What follows belongs to an exercise in optimizing a design on an open flow for small area and a short achievable clock period; a production flow would make more cautious choices. RTL that was checked went through simulation tests only; none was proved equivalent to the original. For run 1, only the layout was checked, not whether the RTL still works. No activity file was given, so power comes from the tool's default toggle rates.

==> flow/design.v, too long to show whole: its modules and the start of the top module <==
// module mul32lo: 1245 lines
// module c_a222oi: 3 lines
// module c_a21oi: 3 lines
// module c_o21ai: 3 lines
// module c_o22ai: 3 lines
// module c_nand2: 3 lines
// module c_nand3: 3 lines
// module c_nand4: 3 lines
// module c_nor2: 3 lines
// module c_inv: 3 lines
// module c_xor2: 3 lines
// module c_xnor2: 3 lines
// module c_fa: 4 lines
// module c_ha: 4 lines
// module c_or3: 3 lines
// module c_nor3: 3 lines
// module c_o31ai: 3 lines
// module c_mux2: 3 lines
// module c_nand4b: 3 lines
// module register_bank: 90 lines
// module arctos32_top: 152 lines
// module alu_add: 3 lines
// module alu_shl: 3 lines
// module alu_logic: 8 lines
module arctos32_top (
    input         clock,
    input         reset,
    output [26:0] imem_addr,
    output        imem_en,
    input  [31:0] imem_rdata,
    output [22:0] dmem_addr,
    output [31:0] dmem_wdata,
    output        dmem_we,
    output        dmem_re,
    input  [31:0] dmem_rdata
);
  // ...
==> flow/flow/run.sh <==
#!/bin/bash
# Own flow: the standard layout (standard synthesis included, unchanged)
# with changes that only steer optimisation; the SDC is unchanged:
#  - repair_timing is asked for a setup margin (flow/margin.txt), so the
#    layout is optimised for a shorter period than the 25 ns constraint;
#  - the port buffers are buf_4 (buffer_ports would otherwise pick a slow
#    delay cell);
set -euo pipefail
MARGIN=$(cat flow/margin.txt)
bash standard.sh synth > standard_synth.log 2>&1
bash standard.sh SETUP_SLACK_MARGIN=$MARGIN POST_GLOBAL_ROUTE_TCL=$PWD/flow/post_grt.tcl \
    "BUFFER_PORTS_ARGS=-buffer_cell sky130_fd_sc_hd__buf_4" finish > standard_flow.log 2>&1
==> flow/flow/margin.txt <==
18.5
==> flow/flow/post_grt.tcl <==
# Sourced by ORFS's global_route.tcl (POST_GLOBAL_ROUTE_TCL) after its
# repair_timing: repair max slew and capacitance once more, with a wider
# margin, then legalise and re-route the changed nets incrementally.
puts "post_grt: repair_design after repair_timing"
estimate_parasitics -global_routing
repair_design -slew_margin 35 -cap_margin 35 -verbose
global_route -start_incremental
detailed_placement
global_route -end_incremental
estimate_parasitics -global_routing
report_check_types -max_slew -max_cap -violators
==> flow/standard.sh <==
#!/bin/bash
# synth_recipe.tcl (not shown) runs the flow's synth.tcl, then flattens the netlist and writes it again
# the make line also repeats each setting of config.mk as NAME=value (left out here)
make -C /OpenROAD-flow-scripts/flow DESIGN_CONFIG=/design/flow/config.mk WORK_HOME=/design/flow/orfs CLKGATE_MAP_FILE= SYNTH_SCRIPT=/design/flow/synth_recipe.tcl "${@:-finish}"
==> flow/config.mk <==
export PLATFORM = sky130hd
export DESIGN_NAME = arctos32_top
export DESIGN_NICKNAME = arctos32_top
export VERILOG_FILES = /design/flow/design.v
export SDC_FILE = /design/flow/constraint.sdc
export NUM_CORES = 8
export LEC_CHECK = 0
export CAP_MARGIN = 20
export CORE_MARGIN = 2
export CORE_UTILIZATION = 50
export SLEW_MARGIN = 20
export SYNTH_HIERARCHICAL = 1
==> flow/constraint.sdc <==
create_clock -name core_clock -period 25.0 [get_ports {clock}]
set_input_delay 5.0000 -clock core_clock [delete_from_list [all_inputs] [get_ports {clock}]]
set_output_delay 5.0000 -clock core_clock [all_outputs]
set_load 0.01 [all_outputs]
==> metrics.md, run 1 <==
| Metric | Value |
|---|---|
| Main synth FF type | sky130_fd_sc_hd__edfxtp_1 |
| Number of fillers in the final layout | between 9000 and 10000 |
| Tap cell count | 1662 |
| Area of placed instances | ~69000 um2 |
| Worst Max-Slew Pin Slew | 1.08 ns |
| Async SR Flop Fraction | 0.0617 |
| Final Critical Period | 6.70 ns |
| Worst Setup Slack, final | roughly 18 ns |
| Length of routed met2 wiring | ~130000 um |
| Die W | 362 um |
| Multiplexer fraction of the synthesized cell area | 0.0350 |
| Relative slew slack | 0.273 |
| Synthesized-area fraction occupied by ao, oa, aoi and oai cells | 0.191 |
| Gr busiest metal | met2 |
| Most instantiated cells after synthesis | sky130_fd_sc_hd__edfxtp_1 (992), sky130_fd_sc_hd__a222oi_1 (648), sky130_fd_sc_hd__nand2_1 (470), sky130_fd_sc_hd__o22ai_1 (297), sky130_fd_sc_hd__xor2_1 (295) |
| Status | complete, no violations |
| Met1 Routed Length | 105000 um |
| Max Fanout on Critical Path | 32 |
| Most frequent cell after synthesis | sky130_fd_sc_hd__edfxtp_1 |
| Worst-Skew Late Latency | 0.81 ns |
| Clock-pin slew on the worst setup and hold paths | 0.06 ns |
| Yosys cell types | between 100 and 150 |
| Gate power share | 0.286 |
| Cell type contributing the most total cell area after synthesis | sky130_fd_sc_hd__edfxtp_1 |
| Yosys top cell area share | 0.464 |
| Core Util, Final | 0.615 |
==> module register_bank, before the edit <==
module register_bank (
    input         clock,
    input         reset,
    input         we,        
    input  [4:0]  wa,
    input  [31:0] wd,
    input         ra_sel,    
    input  [4:0]  ra0,
    input  [4:0]  ra1,
    input  [4:0]  rb,        
    input         rb_off,    
    output [31:0] qa_n,      
    output [31:0] qb_n       
);
reg  [31:1] valid;
wire [31:1] wsel;
wire [31:0] q [0:31];
assign q[0] = 32'd0;
genvar k, j;
generate
    for (k = 1; k < 32; k = k + 1) begin : r
        reg [31:0] d;
        assign wsel[k] = we & (wa == k);
        always @(posedge clock)
            if (wsel[k])
                d <= wd;
        assign q[k] = d;
    end
endgenerate
always @(posedge clock or negedge reset)
    if (!reset)
        valid <= 31'd0;
    else
        valid <= valid | wsel;
wire [31:0] s_a, s_b;
wire [4:0]  ra0_n, ra1_n, rb_n;
wire        ra_sel_n;
wire [7:0]  pa0_n, pa1_n, pb_n;      
wire [31:1] rd_ok = valid & ~wsel;
c_inv isel (.Y(ra_sel_n), .A(ra_sel));
generate
    for (k = 0; k < 5; k = k + 1) begin : li
        c_inv ia0 (.Y(ra0_n[k]), .A(ra0[k]));
        c_inv ia1 (.Y(ra1_n[k]), .A(ra1[k]));
        c_inv ib  (.Y(rb_n[k]),  .A(rb[k]));
    end
    for (k = 0; k < 8; k = k + 1) begin : p
        c_nand4 pa0 (.Y(pa0_n[k]), .A(k & 1 ? ra0[0] : ra0_n[0]), .B(k & 2 ? ra0[1] : ra0_n[1]),
                     .C(k & 4 ? ra0[2] : ra0_n[2]), .D(ra_sel_n));
        c_nand4 pa1 (.Y(pa1_n[k]), .A(k & 1 ? ra1[0] : ra1_n[0]), .B(k & 2 ? ra1[1] : ra1_n[1]),
                     .C(k & 4 ? ra1[2] : ra1_n[2]), .D(ra_sel));
        c_nand4b pb (.Y(pb_n[k]),  .A_N(rb_off), .B(k & 1 ? rb[0] : rb_n[0]),
                     .C(k & 2 ? rb[1] : rb_n[1]), .D(k & 4 ? rb[2] : rb_n[2]));
    end
    for (k = 1; k < 32; k = k + 1) begin : s
        wire ha0_n, ha1_n, hb_n;
        c_nand3 ha0 (.Y(ha0_n), .A(rd_ok[k]), .B(k & 8 ? ra0[3] : ra0_n[3]), .C(k & 16 ? ra0[4] : ra0_n[4]));
        c_nand3 ha1 (.Y(ha1_n), .A(rd_ok[k]), .B(k & 8 ? ra1[3] : ra1_n[3]), .C(k & 16 ? ra1[4] : ra1_n[4]));
        c_nand3 hb  (.Y(hb_n),  .A(rd_ok[k]), .B(k & 8 ? rb[3] : rb_n[3]),   .C(k & 16 ? rb[4] : rb_n[4]));
        c_o22ai sa (.Y(s_a[k]), .A1(pa0_n[k % 8]), .A2(ha0_n), .B1(pa1_n[k % 8]), .B2(ha1_n));
        c_nor2  sb (.Y(s_b[k]), .A(pb_n[k % 8]), .B(hb_n));
    end
endgenerate
assign s_a[0] = 1'b0;
assign s_b[0] = 1'b0;
generate
    for (j = 0; j < 32; j = j + 1) begin : b
        wire [10:0] na, nb;      
        for (k = 0; k < 10; k = k + 1) begin : t
            c_a222oi ua (.Y(na[k]),
                .A1(s_a[3*k+1]), .A2(q[3*k+1][j]), .B1(s_a[3*k+2]), .B2(q[3*k+2][j]),
                .C1(s_a[3*k+3]), .C2(q[3*k+3][j]));
            c_a222oi ub (.Y(nb[k]),
                .A1(s_b[3*k+1]), .A2(q[3*k+1][j]), .B1(s_b[3*k+2]), .B2(q[3*k+2][j]),
                .C1(s_b[3*k+3]), .C2(q[3*k+3][j]));
        end
        c_nand2 la (.Y(na[10]), .A(s_a[31]), .B(q[31][j]));
        c_nand2 lb (.Y(nb[10]), .A(s_b[31]), .B(q[31][j]));
        wire [2:0] oa, ob;
        c_nand4 a0 (.Y(oa[0]), .A(na[0]), .B(na[1]), .C(na[2]), .D(na[3]));
        c_nand4 a1 (.Y(oa[1]), .A(na[4]), .B(na[5]), .C(na[6]), .D(na[7]));
        c_nand3 a2 (.Y(oa[2]), .A(na[8]), .B(na[9]), .C(na[10]));
        c_nand4 b0 (.Y(ob[0]), .A(nb[0]), .B(nb[1]), .C(nb[2]), .D(nb[3]));
        c_nand4 b1 (.Y(ob[1]), .A(nb[4]), .B(nb[5]), .C(nb[6]), .D(nb[7]));
        c_nand3 b2 (.Y(ob[2]), .A(nb[8]), .B(nb[9]), .C(nb[10]));
        c_nor3  oqa (.Y(qa_n[j]), .A(oa[0]), .B(oa[1]), .C(oa[2]));
        c_nor3  oqb (.Y(qb_n[j]), .A(ob[0]), .B(ob[1]), .C(ob[2]));
    end
endgenerate
endmodule
==> run 2, diff against run 1 <==
--- a/flow/design.v
+++ b/flow/design.v
@@ -1333,7 +1333,8 @@
         valid <= 31'd0;
     else
         valid <= valid | wsel;
-wire [31:0] s_a, s_b;
+wire [31:0] s_a, s_b;        
+wire [31:0] s_a2, s_b2;      
 wire [4:0]  ra0_n, ra1_n, rb_n;
 wire        ra_sel_n;
 wire [7:0]  pa0_n, pa1_n, pb_n;      
@@ -1358,25 +1359,31 @@
         c_nand3 ha0 (.Y(ha0_n), .A(rd_ok[k]), .B(k & 8 ? ra0[3] : ra0_n[3]), .C(k & 16 ? ra0[4] : ra0_n[4]));
         c_nand3 ha1 (.Y(ha1_n), .A(rd_ok[k]), .B(k & 8 ? ra1[3] : ra1_n[3]), .C(k & 16 ? ra1[4] : ra1_n[4]));
         c_nand3 hb  (.Y(hb_n),  .A(rd_ok[k]), .B(k & 8 ? rb[3] : rb_n[3]),   .C(k & 16 ? rb[4] : rb_n[4]));
-        c_o22ai sa (.Y(s_a[k]), .A1(pa0_n[k % 8]), .A2(ha0_n), .B1(pa1_n[k % 8]), .B2(ha1_n));
-        c_nor2  sb (.Y(s_b[k]), .A(pb_n[k % 8]), .B(hb_n));
+        c_o22ai sa  (.Y(s_a[k]),  .A1(pa0_n[k % 8]), .A2(ha0_n), .B1(pa1_n[k % 8]), .B2(ha1_n));
+        c_o22ai sa2 (.Y(s_a2[k]), .A1(pa0_n[k % 8]), .A2(ha0_n), .B1(pa1_n[k % 8]), .B2(ha1_n));
+        c_nor2  sb  (.Y(s_b[k]),  .A(pb_n[k % 8]), .B(hb_n));
+        c_nor2  sb2 (.Y(s_b2[k]), .A(pb_n[k % 8]), .B(hb_n));
     end
 endgenerate
-assign s_a[0] = 1'b0;
-assign s_b[0] = 1'b0;
+assign s_a[0]  = 1'b0;
+assign s_b[0]  = 1'b0;
+assign s_a2[0] = 1'b0;
+assign s_b2[0] = 1'b0;
 generate
     for (j = 0; j < 32; j = j + 1) begin : b
+        wire [31:0] sa = j < 16 ? s_a : s_a2;
+        wire [31:0] sb = j < 16 ? s_b : s_b2;
         wire [10:0] na, nb;      
         for (k = 0; k < 10; k = k + 1) begin : t
             c_a222oi ua (.Y(na[k]),
-                .A1(s_a[3*k+1]), .A2(q[3*k+1][j]), .B1(s_a[3*k+2]), .B2(q[3*k+2][j]),
-                .C1(s_a[3*k+3]), .C2(q[3*k+3][j]));
+                .A1(sa[3*k+1]), .A2(q[3*k+1][j]), .B1(sa[3*k+2]), .B2(q[3*k+2][j]),
+                .C1(sa[3*k+3]), .C2(q[3*k+3][j]));
             c_a222oi ub (.Y(nb[k]),
-                .A1(s_b[3*k+1]), .A2(q[3*k+1][j]), .B1(s_b[3*k+2]), .B2(q[3*k+2][j]),
-                .C1(s_b[3*k+3]), .C2(q[3*k+3][j]));
+                .A1(sb[3*k+1]), .A2(q[3*k+1][j]), .B1(sb[3*k+2]), .B2(q[3*k+2][j]),
+                .C1(sb[3*k+3]), .C2(q[3*k+3][j]));
         end
-        c_nand2 la (.Y(na[10]), .A(s_a[31]), .B(q[31][j]));
-        c_nand2 lb (.Y(nb[10]), .A(s_b[31]), .B(q[31][j]));
+        c_nand2 la (.Y(na[10]), .A(sa[31]), .B(q[31][j]));
+        c_nand2 lb (.Y(nb[10]), .A(sb[31]), .B(q[31][j]));
         wire [2:0] oa, ob;
         c_nand4 a0 (.Y(oa[0]), .A(na[0]), .B(na[1]), .C(na[2]), .D(na[3]));
         c_nand4 a1 (.Y(oa[1]), .A(na[4]), .B(na[5]), .C(na[6]), .D(na[7]));
==> run 2 against run 1 <==
Fmax is 0.75% lower. Core utilization is 0.65 points lower. Worst hold slack worse by 0.0038 ns.
==> metrics.md, run 2 <==
| Metric | Value |
|---|---|
| Global-route wire length before repair | ~410000 um |
| Synth Area per Inst | 12.6 um2 |
| Buffers added on ports | 150 |
| Net Switching | ~1.9 mW |
| Async SR Flop Fraction | 0.0617 (unchanged) |
| Number of warnings reported in the yosys synthesis log | 8 |
| Worst Max-Slew Pin Slew | 1.10 ns (+0.0121 ns) |
| Relative slew slack | 0.262 (-0.0114) |
| Initial antenna violation count | 12 |
| Simple-Gate Fraction of Synth Area | 0.105 |
| Number of iterations in the first detailed-routing pass | 14 |
| Share of cells above drive strength 1 | 0.234 |
| Combinational family with the most area after synthesis | compound AO/OA/AOI/OAI gates |
| GR Overflow Total | 0 |
| Die W | 363 um (+0.24%) |
| Worst-Skew Late Latency | 0.81 ns (about the same) |
| Main synth FF type | sky130_fd_sc_hd__edfxtp_1 |
| CTS tree | done |
| Cts hold-fix bufs | 0 |
| Antenna Violating Nets Remaining | 0 |
| Critical Path Sink Type | flip-flop |
| Via count of the first global-routing pass | 54100 |
| Core Util, Final | 0.609 (-0.00647) |
| Power Dens Cells | 73.3 nW/um2 |
| Most instantiated cells after synthesis | sky130_fd_sc_hd__edfxtp_1 (992), sky130_fd_sc_hd__a222oi_1 (648), sky130_fd_sc_hd__nand2_1 (470), sky130_fd_sc_hd__o22ai_1 (328), sky130_fd_sc_hd__xor2_1 (295) |
| Worst endpoint required time | 25.64 ns |
| Hold Fails Final Rpt | 0 |
| Largest stage delay, worst path | 0.56 ns |
| Power consumption | 5.71 mW |
| Internal Power | 3.78 mW |
| Maximum achievable frequency | 148 MHz |
| Routed wire length | 311000 um |
| Final sum of negative setup slack | 0 ns |
| Clock-pin slew on the worst setup and hold paths | 0.06 ns (about the same) |
| Adder-Cell Fraction of Synth Area | 0.0778 |
| Growth of design area from synthesis to finish | 20.7% |
| Flop and latch count out of synthesis | 1151 |
| HPWL after DPL | 196000 um |
| Core outline area | 128000 um2 |
| Top reg by flops | RB.r.d |
| H-Tree Depth | 3 |
| Clk root buf | sky130_fd_sc_hd__clkbuf_16 |
| Status | complete, no violations |
| Clk network pwr share | 0.323 |
| Cell type of the slowest stage on the worst timing path | sky130_fd_sc_hd__nand4_1 |
| Number of standard cells after synthesis | 5127 |
| Synthesized-area fraction occupied by ao, oa, aoi and oai cells | 0.193 (+0.00209) |
| Number of nets in the final layout | 6097 |
| Yosys cell types | 105 (unchanged) |
| Setup violators final | 0 |
| Crit path kind | in2reg |
| Wire length per cell after detailed routing | between 40 and 50 um |
| Number of nets in the synthesized netlist | 5467 |
| Cell type contributing the most total cell area after synthesis | sky130_fd_sc_hd__edfxtp_1 |
| Area contributors post-synth | sky130_fd_sc_hd__edfxtp_1 (46%), sky130_fd_sc_hd__a222oi_1 (10%), sky130_fd_sc_hd__fa_1 (6.6%) |
| Routability congestion estimate | 1.05 |
| IO Pins | 151 |
| Number of buffers created by CTS | 115 |
| Buffers inserted by post-CTS timing repair | ~100 |
| Post-synth EDFFs | around 1000 |
| Final number of max-transition violations | 0 |
| Via count | 58900 |
| Gate power share | 0.308 (+0.022) |
| Tcrit/Tclk final | 0.270 |
| Yosys top cell area share | 0.462 (-0.00223) |
| Share of total power consumed by net switching | 0.338 |
| Commonest non-fill, non-tap cells in the layout | sky130_fd_sc_hd__edfxtp_1 (992), sky130_fd_sc_hd__a222oi_1 (648), sky130_fd_sc_hd__buf_4 (485) |
| WHS | roughly 0.47 ns |
| Initial Util | 0.505 |
| DRC marker count from the first detailed-route iteration | 13600 |
| Max Clock Skew | 0.0955 ns |
| Standard-cell rows | 131 |
| Number of maximum-capacitance violations | 0 |
| Share of power burned in registers | 0.369 |
| Number of buffers between clock root and the deepest sink | 3 |
| Count of cells along the worst hold path | 2 |
| Ratio of routed vias to standard cells | 7.83 |
| Crit-path cells | buf_16 -> clkinvlp_4 -> nand4_1 -> buf_4 -> o22ai_1 -> buf_4 -> a222oi_1 -> nand4_1 -> nor3_2 -> nand2_1 |
| CP startpoint kind | input port |
| Leak pwr | about 28 nW |
| Multiplexer fraction of the synthesized cell area | 0.0349 (-0.000168) |
| Overall Global Routing Usage | 0.448 |
| CTS sink cnt | approximately 1200 |
| Register-to-Register Path Depth | 18 |
| Vertical die dimension | 363 um |
| Maximum number of pins on one net before global-route repair | 64 |
| Area of the die | ~130000 um2 |
| Max FFs per register | 992 |
| Total placed cells including tap cells | ~7000 |
| Max Fanout on Critical Path | 16 (-50%) |
| Arrival @ worst endpoint | approximately 7.4 ns |
| Most frequent cell after synthesis | sky130_fd_sc_hd__edfxtp_1 |
| Cell area after technology mapping | around 65000 um2 |
| Highest ir drop seen on vdd | 0.0000975 V |
| Post-cts sizing count | 183 |
| Final Critical Period | 6.75 ns (+0.0506 ns) |
| Commonest non-fill, non-tap cell in the layout | sky130_fd_sc_hd__edfxtp_1 |
| Count of non-filler cells in the finished layout | roughly 7500 |
| Remaining DRCs | 0 |
| Post-synthesis xor/xnor area fraction | 0.0528 |
| Hold WC Path Type | reg2reg |
| Post-synthesis sequential area ratio | 0.517 |
[run 2: cell count changes after synthesis]
cell,change
sky130_fd_sc_hd__nor2_1,+31
sky130_fd_sc_hd__o22ai_1,+31
[run 2: worst max-delay path: cells and delay by family]
kind	cells	cell delay, ns
and+or+nand+nor	4	1.16
AOI/OAI and AO/OA	2	0.51
buffers and inverters	4	0.69
[run 2: per-layer routing]
layer / wire [um] / global-route usage
met1: 105000 / 0.576
met2: 126000 / 0.636
met3: 54700 / 0.179
met4: 24600 / 0.267
met5: 129 / 0
[run 2: worst paths after layout]
check	startpoint	to	slack [ns]
hold / removal	cf	cf	0.47
setup reg to reg	a[12]	RB.r[1].d[19]	18.46
min in group asynchronous	reset	RB.valid[9]	4.15
setup / recovery	imem_rdata[30]	a[20]	18.25
max in group asynchronous	reset	re_q	19.71
hold reg to reg	cf	cf	0.47
[run 2: area by class of cell]
cell class | instances | area (um2)
Timing Repair Buffer | 682 | 6530
Inverter | 80 | 362
Sequential cell | 1151 | 33400
Fill cell | 10100 | 50000
Tap cell | 1662 | 2080
Clock inverter | 60 | 923
Antenna cell | 3 | 7.51
Clock buffer | 156 | 3080
Timing Repair inverter | 2 | 12.5
Multi-Input combinational cell | 3725 | 31500
[run 2: Yosys stat by module (local to each module, per instance), a selection]
module         flip-flops and latches  cells inside
register_bank                    1023          1146
c_nor3                              0             1
c_xnor2                             0             1
mul32lo                             0            94
c_xor2                              0             1
alu_logic                           0            44
c_nand4                             0             1
[run 2: logic make-up after synthesis]
kind of cell	Yosys count
AOI/OAI and AO/OA	1571
buffers and inverters	252
xor gates and xnor gates	389
and+or+nand+nor	1356
adders and majority gates	274
DFF	1151
muxes	134
[run 2: through the flow]
stage / worst slack [ns] / cell area (um2)
floorplan: 18.39 / 64600
global placement: 17.04 / 69300
detailed placement: 17.13 / 69400
CTS: 18.40 / 75100
finish: 18.25 / 77900
[run 2: power groups by stage]
| stage | clock network, mW | registers (mW) | logic (mW) |
|---|---|---|---|
| floorplan | 0 | 2.15 | 1.24 |
| global placement | 0 | 2.15 | 1.53 |
| detailed placement | 0 | 2.15 | 1.51 |
| CTS | 1.85 | 2.11 | 1.59 |
| finish | 1.84 | 2.11 | 1.76 |
==> run 3, diff against run 2 <==
--- a/flow/flow/run.sh
+++ b/flow/flow/run.sh
@@ -5,8 +5,13 @@
 #    layout is optimised for a shorter period than the 25 ns constraint;
 #  - the port buffers are buf_4 (buffer_ports would otherwise pick a slow
 #    delay cell);
+#  - clock tree synthesis clusters the sinks more coarsely and adds no dummy
+#    loads (a smaller clock tree; every register still gets the clock
+#    through the same balanced tree);
 set -euo pipefail
 MARGIN=$(cat flow/margin.txt)
 bash standard.sh synth > standard_synth.log 2>&1
 bash standard.sh SETUP_SLACK_MARGIN=$MARGIN POST_GLOBAL_ROUTE_TCL=$PWD/flow/post_grt.tcl \
-    "BUFFER_PORTS_ARGS=-buffer_cell sky130_fd_sc_hd__buf_4" finish > standard_flow.log 2>&1
+    "BUFFER_PORTS_ARGS=-buffer_cell sky130_fd_sc_hd__buf_4" \
+    "CTS_ARGS=-sink_clustering_enable -repair_clock_nets -dont_use_dummy_load -sink_clustering_size 24 -sink_clustering_max_diameter 70" \
+    finish > standard_flow.log 2>&1
==> run 3 against run 2 <==
Combinational power about the same. Largest cell class unchanged. Core utilization decreased by 1.5 points. Largest power group unchanged. Area after synthesis unchanged.
==> metrics.md, run 3 <==
| Metric | Value |
|---|---|
| Status | complete, no violations |
| Ratio of routed vias to standard cells | 7.93 (+1.3%) |
| Net Switching | 1.79 mW (-7.5%) |
| Initial antenna violation count | 20 (+8) |
| Routed wire length | 308000 um (-1.1%) |
| Worst endpoint required time | 25.57 ns (-0.07 ns) |
| Count of buffer and inverter cells on the critical path | 4 (unchanged) |
| Power consumption | 5.07 mW (-11%) |
| Commonest non-fill, non-tap cells in the layout | sky130_fd_sc_hd__edfxtp_1 (992), sky130_fd_sc_hd__a222oi_1 (648), sky130_fd_sc_hd__buf_4 (470) |
| Hold Fails Final Rpt | 0 (unchanged) |
| Yosys cell types | 105 (unchanged) |
| Via count of the first global-routing pass | 53500 (-1.1%) |
| Yosys top cell area share | 0.462 (unchanged) |
| Critical Path Sink Type | flip-flop |
| Relative slew slack | 0.203 (-0.0589) |
| Vertical die dimension | 363 um (unchanged) |
| Overall Global Routing Usage | 0.441 (-0.00645) |
| Antenna Violating Nets Remaining | 0 (unchanged) |
| Post-cts sizing count | 154 (-16%) |
| Worst-Skew Late Latency | 0.78 ns (-0.03 ns) |
| Count of non-filler cells in the finished layout | 7385 (-1.8%) |
| Final number of max-transition violations | 0 (unchanged) |
| Crit-path cells | buf_16 -> clkinvlp_4 -> nand4_1 -> buf_6 -> o22ai_4 -> buf_6 -> a222oi_1 -> nand4_1 -> nor3_2 -> nand2_1 |
| DRC marker count from the first detailed-route iteration | 14100 (+3.2%) |
| Synth Area per Inst | 12.6 um2 (unchanged) |
| Main synth FF type | sky130_fd_sc_hd__edfxtp_1 |
| Post-synth EDFFs | 992 (unchanged) |
| Cts hold-fix bufs | 0 (unchanged) |
| Clock-pin slew on the worst setup and hold paths | 0.08 ns (+0.02 ns) |
| Number of nets in the synthesized netlist | 5467 (unchanged) |
| Area contributors post-synth | sky130_fd_sc_hd__edfxtp_1 (46%), sky130_fd_sc_hd__a222oi_1 (10%), sky130_fd_sc_hd__fa_1 (6.6%) |
| Combinational family with the most area after synthesis | compound AO/OA/AOI/OAI gates |
| Hold WC Path Type | reg2reg |
| Area of the die | 132000 um2 (unchanged) |
| Arrival @ worst endpoint | 7.32 ns (-0.07 ns) |
| Commonest non-fill, non-tap cell in the layout | sky130_fd_sc_hd__edfxtp_1 |
| Count of cells along the worst hold path | 2 (unchanged) |
| Clk root buf | sky130_fd_sc_hd__clkbuf_16 |
| Number of maximum-capacitance violations | 0 (unchanged) |
| Most instantiated cells after synthesis | sky130_fd_sc_hd__edfxtp_1 (992), sky130_fd_sc_hd__a222oi_1 (648), sky130_fd_sc_hd__nand2_1 (470), sky130_fd_sc_hd__o22ai_1 (328), sky130_fd_sc_hd__xor2_1 (295) |
| Post-synthesis sequential area ratio | 0.517 (unchanged) |
| Final Critical Period | 6.76 ns (+0.00920 ns) |
| Cell area after technology mapping | 64500 um2 (unchanged) |
| Post-synthesis xor/xnor area fraction | 0.0528 (unchanged) |
| Die W | 363 um (unchanged) |
| Number of standard cells after synthesis | 5127 (unchanged) |
| Highest ir drop seen on vdd | 0.000100 V (+2.6%) |
| Maximum number of pins on one net before global-route repair | 64 (unchanged) |
| CTS tree | done |
| Area of placed instances | 69400 um2 (unchanged) |
| Worst Max-Slew Pin Slew | 1.18 ns (+0.0875 ns) |
| CTS sink cnt | 1151 (unchanged) |
| Core outline area | 128000 um2 (unchanged) |
| Gate power share | 0.353 (+0.045) |
| Share of total power consumed by net switching | 0.352 (+0.0141) |
| Via count | 58600 (-0.53%) |
| Tcrit/Tclk final | 0.270 (+0.000368) |
| CP startpoint kind | input port |
| Standard-cell rows | 131 (unchanged) |
| Multiplexer fraction of the synthesized cell area | 0.0349 (unchanged) |
| Buffers inserted by post-CTS timing repair | 93 (-6.1%) |
| Number of buffers created by CTS | 77 (-33%) |
| Share of power burned in registers | 0.415 (+0.046) |
| Setup violators final | 0 (unchanged) |
| Final sum of negative setup slack | 0 ns (unchanged) |
| Cell type contributing the most total cell area after synthesis | sky130_fd_sc_hd__edfxtp_1 |
| Simple-Gate Fraction of Synth Area | 0.105 (unchanged) |
| Max Fanout on Critical Path | 8 (-8) |
| Number of iterations in the first detailed-routing pass | 12 (-2) |
| Power Dens Cells | 66.8 nW/um2 (-8.9%) |
| Routability congestion estimate | 1.05 (unchanged) |
| Max FFs per register | 992 (unchanged) |
| Levels on crit path | 10 (unchanged) |
| HPWL after DPL | 196000 um (unchanged) |
| Maximum achievable frequency | 148 MHz (-0.14%) |
| Register-to-Register Path Depth | 18 (unchanged) |
| Crit path kind | in2reg |
| Initial Util | 0.505 (unchanged) |
| Non-Filler Cell Area, Final | 75900 um2 (-2.5%) |
| Largest stage delay, worst path | 0.57 ns (about the same) |
| Internal Power | 3.29 mW (-13%) |
| Synthesized-area fraction occupied by ao, oa, aoi and oai cells | 0.193 (unchanged) |
| Async SR Flop Fraction | 0.0617 (unchanged) |
| Clk network pwr share | 0.232 (-0.091) |
| IO Pins | 151 (unchanged) |
| WHS | 0.478 ns (+0.00461 ns) |
| GR Overflow Total | 0 (unchanged) |
| Global-route wire length before repair | 410000 um (-1.2%) |
| Critical path's top delay family | simple AND/OR/NAND/NOR gates |
| Remaining DRCs | 0 (unchanged) |
| Leak pwr | 27.0 nW (-3.4%) |
| Number of warnings reported in the yosys synthesis log | 8 (unchanged) |
| Share of cells above drive strength 1 | 0.223 (-0.0107) |
| Total placed cells including tap cells | 7033 (unchanged) |
| Buffers added on ports | 150 (unchanged) |
| Growth of design area from synthesis to finish | 17.7% |
| Wire length per cell after detailed routing | 41.7 um (+0.69%) |
| Flop and latch count out of synthesis | 1151 (unchanged) |
| Adder-Cell Fraction of Synth Area | 0.0778 (unchanged) |
| Most frequent cell after synthesis | sky130_fd_sc_hd__edfxtp_1 |
| Cell type of the slowest stage on the worst timing path | sky130_fd_sc_hd__nand4_1 |
| H-Tree Depth | 3 (unchanged) |
| Number of buffers between clock root and the deepest sink | 3 (unchanged) |
| Max Clock Skew | 0.141 ns (+0.0460 ns) |
| Number of nets in the final layout | 6053 (-0.72%) |
| Top reg by flops | RB.r.d |
run 3: cell count changes in the layout (fill, tap and decap cells not counted), sizes merged:
cell	before	now
clkinvlp	23	11
clkbuf	168	90
inv	68	70
diode	3	12
buf	669	661
bufinv	17	0
clkinv	34	2
run 3: worst paths after layout:
kind / startpoint / endpoint / slack, ns
max in group asynchronous: reset / pc[18] / 19.63
min in group asynchronous: reset / RB.valid[14] / 4.22
worst max-delay path: imem_rdata[30] / a[8] / 18.24
worst max register to register: a[10] / RB.r[4].d[24] / 18.36
worst min register to register: cf / cf / 0.48
worst min-delay path: cf / cf / 0.48
run 3: worst reg2reg max path: cells and delay by family (launching register included):
family | cells | cell delay [ns]
buffers and inverters | 2 | 1.00
flip-flops | 1 | 0.37
AND/OR/NAND/NOR | 6 | 1.16
XOR/XNOR | 3 | 0.63
AO/OA/AOI/OAI | 2 | 0.68
adder cells (fa/ha/maj) | 5 | 2.36
run 3: cell families (layout without fill, tap and decap cells):
| logic type | after synthesis | in the layout |
|---|---|---|
| AO/OA/AOI/OAI | 1571 | 1572 |
| XOR/XNOR | 389 | 389 |
| adder cells (fa/ha/maj) | 274 | 274 |
| buffers and inverters | 252 | 835 |
| flip-flops | 1151 | 1151 |
| multiplexers | 134 | 134 |
| other | 0 | 12 |
| AND/OR/NAND/NOR | 1356 | 1356 |
run 3: per-layer routing:
metal / global-route usage / routed length [um] / vias to the layer above
met5: 0 / 420 / -
met4: 0.243 / 23300 / 26
met3: 0.178 / 52400 / 1338
met2: 0.634 / 126000 / 5652
met1: 0.569 / 105000 / 28900
li1: - / - / 22700
run 3: final cells by class:
type                            instances  area, um2
Timing Repair inverter                  3       22.5
Fill cell                           10200      51900
Antenna cell                           12       30.0
Tap cell                             1662       2080
Clock buffer                           77       1930
Multi-Input combinational cell       3725      31700
Timing Repair Buffer                  675       6490
Sequential cell                      1151      33400
Inverter                               80        340
run 3: Yosys stat by module (local to each module, per instance), a selection:
module        copies in the design  cells  area (um2)
alu_add                          1    250        1790
arctos32_top                     1    832        7000
c_a21oi                         51      1        8.76
c_inv                           60      1        3.75
c_nand2                        328      1        3.75
c_nand4                        144      1        6.26
c_nor3                          64      1        10.0
c_xor2                         281      1        8.76
run 3: power groups by stage:
| stage | Sequential (mW) | Combinational [mW] | Clock [mW] |
|---|---|---|---|
| after detailed placement | 2.15 | 1.51 | 0 |
| after global placement | 2.15 | 1.53 | 0 |
| final | 2.11 | 1.79 | 1.18 |
| after floorplan | 2.15 | 1.24 | 0 |
| after CTS | 2.10 | 1.58 | 1.17 |
run 3: stage by stage:
stage	util	worst slack [ns]
after CTS	0.570	18.50
final	0.594	18.24
after global placement	0.542	17.04
after detailed placement	0.543	17.13
after floorplan	-	18.39

## static timing again, ports no longer ideal
No port has a modelled driver above. Below, the same layouts with a new extraction and two added sets of constraints.
Step 1 (the two cells are an assumption about what drives the block):
set clk [get_ports {clock}]
set_driving_cell -lib_cell sky130_fd_sc_hd__clkbuf_16 $clk
set_driving_cell -lib_cell sky130_fd_sc_hd__buf_2 [delete_from_list [all_inputs] $clk]
Step 2 also shifts input and output timing later by t, the mid clock arrival at the registers, as if the neighbouring blocks saw the same clock.
Slacks: ideal ports / drivers / drivers and shift; pairs: ideal ports / drivers.
| run | shift t [ns] | setup slack, ns | worst setup path at the end | worst register clock-pin slew, ns | worst data-port slew with drivers (ns) |
|---|---|---|---|---|---|
| run 1 | 0.833 | 18.304 / 18.256 / 17.424 | input to register | 0.10 / 0.10 | 0.18 |
| run 2 | 0.851 | 18.253 / 18.101 / 17.250 | input to register | 0.08 / 0.08 | 0.37 |
| run 3 | 0.793 | 18.244 / 18.070 / 17.277 | input to register | 0.10 / 0.10 | 0.35 |
After both steps every run listed still meets setup and hold. The setup slack of run 2, which loses most, moves by -0.152 ns with the drivers and by -1.003 ns with both steps.
